Source: an optimization exercise on an open RTL-to-GDS flow (aim: small area and a short achievable clock period). Production flows keep margins and buffers that such runs may drop.
At most, simulation tests tie the RTL to the original design; equivalence was not proved.

## alpha
==> flow/design.v (excerpt) <==
module iir_DF1_Biquad (
  input clk,
  input rst,
  input signed [15:0] din,
  output signed [15:0] dout
);
  reg [15:0] y, xa, xb;
  reg rst_d;
  wire rst_y;
  reg [15:0] yc;   
  reg c0_0;
  reg c1_0;
  reg c0_1;
  reg c1_1;
  reg c0_2;
  reg c1_2;
  reg c0_3;
  reg c1_3;
  reg c0_4;
  reg c1_4;
  reg c0_5;
  reg c1_5;
  reg c0_6;
  reg c1_6;
  reg c0_7;
  reg c1_7;
  reg c0_8;
  reg c1_8;
  reg c0_9;
  reg c1_9;
  reg c0_10;
  reg c1_10;
  reg c0_11;
  reg c1_11;
  reg c0_12;
  reg c1_12;
  reg c0_13;
  reg c1_13;
  reg c0_14;
  reg c1_14;
  reg c0_15;
  reg c1_15;
  reg c0_16;
  reg c1_16;
  reg c0_17;
  reg c1_17;
  reg c0_18;
  reg c1_18;
  reg c0_19;
  reg c1_19;
  reg c0_20;
  reg c1_20;
  reg c0_21;
  reg c1_21;
  reg c0_22;
  reg c1_22;
  reg c0_23;
  reg c1_23;
  reg c0_24;
  reg c1_24;
  reg c0_25;
  reg c1_25;
  reg c0_26;
  reg c1_26;
  reg c0_27;
  reg c1_27;
  reg c0_28;
  reg c1_28;
  reg c0_29;
  reg c1_29;
  reg p0_0;
  reg p0_1;
  reg p0_2;
  reg p0_3;
  reg p1_3;
  reg p0_4;
  reg p1_4;
  reg p0_5;
  reg p1_5;
  reg p0_6;
  reg p1_6;
  reg p0_7;
  reg p1_7;
  reg p0_8;
  reg p1_8;
  reg p0_9;
  reg p1_9;
  reg p0_10;
  reg p1_10;
  reg p0_11;
  reg p1_11;
  reg p0_12;
  reg p1_12;
  reg p0_13;
  reg p1_13;
  reg p0_14;
  reg p1_14;
  reg p0_15;
  reg p1_15;
  reg p0_16;
  reg p1_16;
  reg p0_17;
  reg p1_17;
  reg p0_18;
  reg p1_18;
  reg p0_19;
  reg p1_19;
  reg p0_20;
  reg p1_20;
  reg p0_21;
  reg p1_21;
  reg p0_22;
  wire s1;
  wire c2;
  wire s3;
  wire c4;
  wire s5;
  wire c6;
  wire s7;
  wire c8;
  wire s9;
  wire c10;
  wire s11;
  wire c12;
  wire s13;
  wire c14;
  wire s15;
  wire c16;
  wire s17;
  wire c18;
  wire s19;
  wire c20;
  wire s21;
  wire c22;
  wire s23;
  wire c24;
  wire s25;
  wire c26;
  wire n27;
  wire s28;
  wire c29;
  wire n30;
  wire s31;
  wire c32;
  wire n33;
  wire s34;
  wire c35;
  wire n36;
  wire s37;
  wire c38;
  wire n39;
  wire s40;
  wire c41;
  wire n42;
  wire s43;
  wire c44;
  wire n45;
  wire s46;
  wire c47;
  wire n48;
  wire s49;
  wire c50;
  wire n51;
  wire s52;
  wire c53;
  wire s54;
  wire c55;
  wire s56;
  wire c57;
  wire s58;
  wire c59;
  wire n60;
  wire s61;
  ...
For scale: roughly 940 cells after synthesis, ~160 flip-flops, ~34 I/O pins.
export LEC_CHECK = 0
export CAP_MARGIN = 20
export CORE_MARGIN = 2
export CORE_UTILIZATION = 70
export CTS_BUF_LIST = sky130_fd_sc_hd__clkbuf_8
export PLACE_DENSITY = 0.9
export SLEW_MARGIN = 20
export SYNTH_HIERARCHICAL = 1
export SYNTH_MINIMUM_KEEP_SIZE = 0
create_clock -name core_clock -period 11.0 [get_ports {clk}]
run.sh (not shown) runs the stock make flow with config.mk's settings and CLKGATE_MAP_FILE= SYNTH_SCRIPT=/design/flow/synth_recipe.tcl, a recipe that flattens the netlist after the stock synthesis.
diff inputs: alpha => beta
Settings: removing PLACE_DENSITY (formerly 0.9); changing CORE_UTILIZATION from 70 to 40.
--- outcome ---
Looking at final worst slack, beta sits 180 ps higher than alpha does. Diff alpha -> beta: HPWL after detailed placement shrank by about 5%, share of the final layout cell area in multi-input gates fell by 0.99 points. Looking at growth of design area from synthesis to finish, beta sits 1.7 points higher than alpha does. Relative to alpha, number of signal-net buffers in the layout increased by about 3% in beta.
Modified inputs, gamma compared to beta
Settings: setting CTS_CLUSTER_SIZE to 40 for the first time; setting CTS_CLUSTER_DIAMETER to 200 for the first time.
[summary]
Delta (gamma minus beta): non-clock buffer count about even; largest net degree at the start of global routing about even; worst setup slack about even; flip-flop and latch count about even.
> inputs changed (gamma -> delta)
Settings: removing CTS_CLUSTER_SIZE (formerly 40); changing CTS_BUF_LIST from sky130_fd_sc_hd__clkbuf_8 to sky130_fd_sc_hd__clkbuf_4 sky130_fd_sc_hd__clkbuf_8; removing CTS_CLUSTER_DIAMETER (formerly 200).
Results
- Post-route standard cell area excluding fillers delta (gamma -> delta): insignificant
- Looking at delta and gamma, the fraction of cell area in non-clock buffers is a wash.


the reference run:
Another version of the RTL of iir_DF1_Biquad (not shown whole).
For scale: about 800 cells after synthesis, roughly 110 flip-flops, about 34 I/O pins, about 11,000 µm² of cells after synthesis.
Settings: LEC_CHECK=0, CAP_MARGIN=20, CORE_MARGIN=2, CORE_UTILIZATION=60, CTS_BUF_LIST=sky130_fd_sc_hd__clkbuf_8, PLACE_DENSITY=0.8, SLEW_MARGIN=20, SYNTH_HIERARCHICAL=1, SYNTH_MINIMUM_KEEP_SIZE=0; clock period 11.0 ns.
standard.sh (not shown) runs the stock make flow with config.mk's settings and CLKGATE_MAP_FILE= SYNTH_SCRIPT=/design/flow/synth_recipe.tcl, a recipe that flattens the netlist after the stock synthesis.
==> flow/flow/run.sh <==
#!/bin/bash
# The standard layout (the standard.sh, standard synthesis unchanged) with a few
# settings changed: clock tree synthesis inserts no dummy loads, the port buffers are
# buf_2 cells instead of the default delay buffers, and timing repair aims for a
# setup slack of 6.8 ns rather than 0.
set -euo pipefail
export CTS_ARGS="-sink_clustering_enable -repair_clock_nets -buf_list {sky130_fd_sc_hd__clkbuf_8 sky130_fd_sc_hd__clkbuf_16} -dont_use_dummy_load"
export BUFFER_PORTS_ARGS="-buffer_cell sky130_fd_sc_hd__buf_2"
export SETUP_SLACK_MARGIN=6.8
bash standard.sh > standard.log 2>&1
Modified inputs, the trial run compared to the reference run
- CORE_UTILIZATION: 60 -> 50
- PLACE_DENSITY: 0.8 -> 0.7
==> flow/flow/run.sh <==
#!/bin/bash
# The standard layout (the standard.sh, standard synthesis unchanged) with a few
# settings changed: clock tree synthesis inserts no dummy loads, the port buffers are
# buf_2 cells instead of the default delay buffers, and timing repair aims for a
# setup slack of 6.9 ns rather than 0.
set -euo pipefail
export CTS_ARGS="-sink_clustering_enable -repair_clock_nets -buf_list {sky130_fd_sc_hd__clkbuf_8 sky130_fd_sc_hd__clkbuf_16} -dont_use_dummy_load"
export BUFFER_PORTS_ARGS="-buffer_cell sky130_fd_sc_hd__buf_2"
export SETUP_SLACK_MARGIN=6.9
bash standard.sh > standard.log 2>&1
[summary]
No run among the reference run and the trial run stopped early or left any final violation; all are clean.
[the trial run] total routed wirelength fell 3.2% relative to the reference run
Per the comparison of the trial run with the reference run, top achievable clock speed climbed 7.1 MHz; layout net count increased by about 1.3% relative to the old numbers; total die area went up.
Relative to the reference run, post-layout worst setup margin increased by 0.11 ns in the trial run.
The more densely filled core belongs to the reference run, not the trial run.
Multi-input gate count: the trial run vs the reference run, no meaningful difference


Setup of green:
iir_DF1_Biquad, a different RTL version from the one above (not shown whole).
For scale: ~900 cells after synthesis, ~150 flip-flops, ~12000 sq um of cells after synthesis.
==> flow/design.v (excerpt) <==
module iir_DF1_Biquad (
  input clk,
  input rst,
  input signed [15:0] din,
  output signed [15:0] dout
);
Settings: LEC_CHECK=0, CAP_MARGIN=20, CORE_MARGIN=2, CORE_UTILIZATION=60, CTS_BUF_LIST=sky130_fd_sc_hd__clkbuf_8, PLACE_DENSITY=0.8, SLEW_MARGIN=20, SYNTH_HIERARCHICAL=1, SYNTH_MINIMUM_KEEP_SIZE=0; clock period 11.0 ns.
==> flow/flow/run.sh <==
#!/bin/bash
# The standard layout (the standard.sh, standard synthesis unchanged) with a few
# settings changed: clock tree synthesis inserts no dummy loads, the port buffers are
# buf_2 cells instead of the default delay buffers, and timing repair aims for a
# setup slack of 6.7 ns rather than 0.
set -euo pipefail
export CTS_ARGS="-sink_clustering_enable -repair_clock_nets -buf_list sky130_fd_sc_hd__clkbuf_8 -dont_use_dummy_load"
export BUFFER_PORTS_ARGS="-buffer_cell sky130_fd_sc_hd__buf_2"
export SETUP_SLACK_MARGIN=6.7
bash standard.sh > standard.log 2>&1
Relative to green, the following input files were edited for purple:
-- flow/flow/run.sh --
<<< green, line 5
# setup slack of 6.7 ns rather than 0.
>>> purple, line 5
# setup slack of 6.6 ns rather than 0.
<<< green, line 9
export SETUP_SLACK_MARGIN=6.7
>>> purple, line 9
export SETUP_SLACK_MARGIN=6.6
==> summary.txt <==
- sky130_fd_sc_hd__fa_1 as the critical path's slowest cell was reported by green, and sky130_fd_sc_hd__dfxtp_2 by purple.
- As far as sequential share of layout area is concerned, purple and green perform about the same.
- Changes observed in purple relative to green: wire length reported by the detailed router did not really move; floorplan die area closely matched the old numbers.
No functional check of the RTL was part of any run of this note.


iir_DF1_Biquad with an RTL version that a note above also has.
For scale: roughly 800 cells after synthesis, roughly 110 flip-flops, ~34 I/O pins, about 11,000 um2 of cells after synthesis.
==> flow/config.mk <==
export PLATFORM = sky130hd
export DESIGN_NAME = iir_DF1_Biquad
export DESIGN_NICKNAME = iir_DF1_Biquad
export VERILOG_FILES = /design/flow/design.v
export SDC_FILE = /design/flow/constraint.sdc
export NUM_CORES = 4
export LEC_CHECK = 0
export CAP_MARGIN = 20
export CORE_MARGIN = 2
export CORE_UTILIZATION = 60
export CTS_BUF_LIST = sky130_fd_sc_hd__clkbuf_8
export PLACE_DENSITY = 0.8
export SLEW_MARGIN = 20
export SYNTH_HIERARCHICAL = 1
export SYNTH_MINIMUM_KEEP_SIZE = 0
==> flow/constraint.sdc <==
create_clock -name core_clock -period 11.0 [get_ports {clk}]
set_input_delay 2.2000 -clock core_clock [delete_from_list [all_inputs] [get_ports {clk}]]
set_output_delay 2.2000 -clock core_clock [all_outputs]
set_load 0.01 [all_outputs]
==> flow/flow/run.sh <==
#!/bin/bash
# The standard layout (the standard.sh, standard synthesis unchanged) with a few
# settings changed: clock tree synthesis inserts no dummy loads, the port buffers are
# buf_2 cells instead of the default delay buffers, and timing repair aims for a
# setup slack of 6.9 ns rather than 0.
set -euo pipefail
export CTS_ARGS="-sink_clustering_enable -repair_clock_nets -buf_list {sky130_fd_sc_hd__clkbuf_8 sky130_fd_sc_hd__clkbuf_16} -dont_use_dummy_load"
export BUFFER_PORTS_ARGS="-buffer_cell sky130_fd_sc_hd__buf_2"
export SETUP_SLACK_MARGIN=6.9
bash standard.sh > standard.log 2>&1
The first run finished clean.
Then changed:
==> flow/flow/run.sh (replaced) <==
#!/bin/bash
# The standard layout (the standard.sh, standard synthesis unchanged) with a few
# settings changed: clock tree synthesis inserts no dummy loads, the port buffers are
# buf_2 cells instead of the default delay buffers, and timing repair aims for a
# setup slack of 6.85 ns rather than 0.
set -euo pipefail
export CTS_ARGS="-sink_clustering_enable -repair_clock_nets -buf_list {sky130_fd_sc_hd__clkbuf_8 sky130_fd_sc_hd__clkbuf_16} -dont_use_dummy_load"
export BUFFER_PORTS_ARGS="-buffer_cell sky130_fd_sc_hd__buf_2"
export SETUP_SLACK_MARGIN=6.85
bash standard.sh > standard.log 2>&1
Design area falls by 0.49%.
Routed wire length rises by 1.7%.
Sequential cell count is unchanged.
Critical path depth rises by 3.
Cell count is about the same.
Setup slack loses 0.0078 ns.
Global-route usage rises by 1.7 points.
Hold slack loses 0.031 ns.
Then changed:
==> flow/flow/run.sh (replaced) <==
#!/bin/bash
# The standard layout (the standard.sh, standard synthesis unchanged) with a few
# settings changed: clock tree synthesis inserts no dummy loads, the port buffers are
# buf_2 cells instead of the default delay buffers, and timing repair aims for a
# setup slack of 7.0 ns rather than 0.
set -euo pipefail
export CTS_ARGS="-sink_clustering_enable -repair_clock_nets -buf_list {sky130_fd_sc_hd__clkbuf_8 sky130_fd_sc_hd__clkbuf_16} -dont_use_dummy_load"
export BUFFER_PORTS_ARGS="-buffer_cell sky130_fd_sc_hd__buf_2"
export SETUP_SLACK_MARGIN=7.0
bash standard.sh > standard.log 2>&1
=> The changed run went through all stages and came out clean. Final area came out higher by 4.5%. Worst setup slack is better by 0.024 ns. Critical path depth is unchanged. Wire length went up by 7.5%. Fmax increases by 0.60%. Sequential share of layout area came out lower by 0.56 points. Clock skew hardly moves.
Then changed:
==> flow/flow/run.sh (replaced) <==
#!/bin/bash
# The standard layout (the standard.sh, standard synthesis unchanged) with a few
# settings changed: clock tree synthesis inserts no dummy loads, the port buffers are
# buf_2 cells instead of the default delay buffers, and timing repair aims for a
# setup slack of 6.7 ns rather than 0.
set -euo pipefail
export CTS_ARGS="-sink_clustering_enable -repair_clock_nets -buf_list {sky130_fd_sc_hd__clkbuf_8 sky130_fd_sc_hd__clkbuf_16} -dont_use_dummy_load"
export BUFFER_PORTS_ARGS="-buffer_cell sky130_fd_sc_hd__buf_2"
export SETUP_SLACK_MARGIN=6.7
bash standard.sh > standard.log 2>&1
After rerunning:
- setup slack is worse by 0.13 ns
- die area is unchanged
- routed wire length came out lower by about 7%
- fmax came out lower by 3.1%


iir_DF1_Biquad, a different RTL version from the one above (not shown whole).
Size in the first run: ~810 cells after synthesis, ~110 flip-flops, about 34 I/O pins.
clock: 11.0 ns
lec_check: 0
cap_margin: 20
core_margin: 2
core_utilization: 60
cts_buf_list: sky130_fd_sc_hd__clkbuf_8
place_density: 0.8
slew_margin: 20
synth_hierarchical: 1
synth_minimum_keep_size: 0
==> flow/flow/run.sh <==
#!/bin/bash
# The standard layout (the standard.sh, standard synthesis unchanged) with a few
# settings changed: clock tree synthesis inserts no dummy loads, the port buffers are
# buf_2 cells instead of the default delay buffers, and timing repair aims for a
# setup slack of 7.0 ns rather than 0.
set -euo pipefail
export CTS_ARGS="-sink_clustering_enable -repair_clock_nets -buf_list sky130_fd_sc_hd__clkbuf_8 -dont_use_dummy_load"
export BUFFER_PORTS_ARGS="-buffer_cell sky130_fd_sc_hd__buf_2"
export SETUP_SLACK_MARGIN=7.0
bash standard.sh > standard.log 2>&1
Change:
--- a/flow/flow/run.sh
+++ b/flow/flow/run.sh
@@ -5 +5 @@
-# setup slack of 7.0 ns rather than 0.
+# setup slack of 6.7 ns rather than 0.
@@ -7 +7 @@
-export CTS_ARGS="-sink_clustering_enable -repair_clock_nets -buf_list sky130_fd_sc_hd__clkbuf_8 -dont_use_dummy_load"
+export CTS_ARGS="-sink_clustering_enable -repair_clock_nets -buf_list {sky130_fd_sc_hd__clkbuf_8 sky130_fd_sc_hd__clkbuf_16} -dont_use_dummy_load"
@@ -9 +9 @@
-export SETUP_SLACK_MARGIN=7.0
+export SETUP_SLACK_MARGIN=6.7
After rerunning:
- The changed run completed with no timing, DRC or antenna violations
- design area is lower by a few percent
- sequential share of layout area is higher by 0.62 points
- core utilization is lower by 4.3 points
- worst hold slack improved by 4.9 ps
- global-route usage is lower by 2.0 points
- flip-flop and latch count is unchanged


## P
Another version of the RTL of iir_DF1_Biquad (not shown whole).
Size: about 940 cells after synthesis.
export LEC_CHECK = 0
export CAP_MARGIN = 20
export CORE_MARGIN = 2
export CORE_UTILIZATION = 60
export CTS_BUF_LIST = sky130_fd_sc_hd__clkbuf_8
export PLACE_DENSITY = 0.8
export SLEW_MARGIN = 20
export SYNTH_HIERARCHICAL = 1
export SYNTH_MINIMUM_KEEP_SIZE = 0
create_clock -name core_clock -period 11.0 [get_ports {clk}]
==> flow/flow/run.sh <==
#!/bin/bash
# The standard layout (the standard.sh, standard synthesis unchanged) with a few
# settings changed: clock tree synthesis inserts no dummy loads, the port buffers are
# buf_2 cells instead of the default delay buffers, and timing repair aims for a
# setup slack of 6.85 ns rather than 0.
set -euo pipefail
export CTS_ARGS="-sink_clustering_enable -repair_clock_nets -buf_list sky130_fd_sc_hd__clkbuf_8 -dont_use_dummy_load"
export BUFFER_PORTS_ARGS="-buffer_cell sky130_fd_sc_hd__buf_2"
export SETUP_SLACK_MARGIN=6.85
bash standard.sh > standard.log 2>&1
diff inputs: P => Q
==> flow/run.sh (new file) <==
#!/bin/bash
# synth_recipe.tcl (not shown) runs the flow's synth.tcl, then flattens the netlist and writes it again
# the make line also repeats each setting of config.mk as NAME=value (left out here)
make -C /OpenROAD-flow-scripts/flow DESIGN_CONFIG=/design/flow/config.mk WORK_HOME=/design/flow/orfs CLKGATE_MAP_FILE= SYNTH_SCRIPT=/design/flow/synth_recipe.tcl finish
removed: flow/flow/run.sh
removed: flow/standard.sh
## What came out
Both conditions hold for Q: the flow ran to the end and the final layout passed the timing, DRC and antenna checks.
P | stages: all done | timing, DRC, antenna: all pass
Compared with P, in Q final cycle utilization of the critical path now sits higher, largest driver fanout on the critical path now sits higher, timing-limited maximum frequency now sits lower.
Q has maximum cell stage delay along the critical path below what P had.
The least setup slack across all paths after layout reported for Q is smaller than that of P by 0.34 ns.

-- afterwards: timing with drivers on the ports --
How much do the figures lean on ideal ports? The routed layouts below were timed once more, with nothing changed but the port constraints. Step 1 (the two cells are an assumption about what drives the block):
set clk [get_ports {clk}]
set_driving_cell -lib_cell sky130_fd_sc_hd__clkbuf_16 $clk
set_driving_cell -lib_cell sky130_fd_sc_hd__buf_2 [delete_from_list [all_inputs] $clk]
Step 2 moves the port delays by t, midway between the first and last clock arrival at a register: inputs arrive t later, outputs are due t later. That takes back most of the time a late clock gives input paths. Slacks: ideal ports / drivers / drivers and shift; pairs: ideal ports / drivers.
run	shift t [ns]	setup slack, ns	hold WS [ns]	worst setup path at the end	slew at the worst register clock pin (ns)
alpha	0.499	6.388 / 6.388 / 6.388	0.449 / 0.449 / 0.449	register to register	0.10 / 0.10
beta	0.487	6.571 / 6.571 / 6.571	0.452 / 0.452 / 0.452	register to register	0.11 / 0.11
gamma	0.487	6.571 / 6.571 / 6.571	0.452 / 0.452 / 0.452	register to register	0.11 / 0.11
delta	0.488	6.567 / 6.567 / 6.567	0.452 / 0.452 / 0.452	register to register	0.11 / 0.11
the reference run	0.388	6.926 / 6.926 / 6.926	0.524 / 0.524 / 0.524	register to register	0.07 / 0.07
the trial run	0.399	7.040 / 7.040 / 6.995	0.544 / 0.544 / 0.544	input to register	0.08 / 0.08
green	0.480	6.865 / 6.865 / 6.865	0.465 / 0.465 / 0.465	register to register	0.09 / 0.09
purple	0.480	6.749 / 6.749 / 6.749	0.467 / 0.467 / 0.467	register to register	0.09 / 0.09
the first run of note 4	0.394	6.957 / 6.957 / 6.957	0.578 / 0.578 / 0.578	register to register	0.08 / 0.08
the second run of note 4	0.395	6.949 / 6.949 / 6.949	0.548 / 0.548 / 0.548	register to register	0.08 / 0.08
the third run of note 4	0.397	6.973 / 6.973 / 6.897	0.581 / 0.581 / 0.581	input to register	0.08 / 0.08
the fourth run of note 4	0.394	6.846 / 6.846 / 6.846	0.527 / 0.527 / 0.527	register to register	0.08 / 0.08
the first run of note 5	0.417	6.721 / 6.721 / 6.460	0.532 / 0.532 / 0.532	input to register	0.11 / 0.11
the second run of note 5	0.398	6.775 / 6.775 / 6.451	0.537 / 0.537 / 0.537	input to register	0.08 / 0.08
P	0.481	6.894 / 6.894 / 6.894	0.460 / 0.460 / 0.460	register to register	0.09 / 0.09
Q	0.491	6.550 / 6.550 / 6.453	0.479 / 0.479 / 0.479	input to register	0.10 / 0.10
After both steps every run listed still meets setup and hold. For the second run of note 5, which loses most, drivers alone change the setup slack by 0.000 ns; drivers and shift together by -0.324 ns.
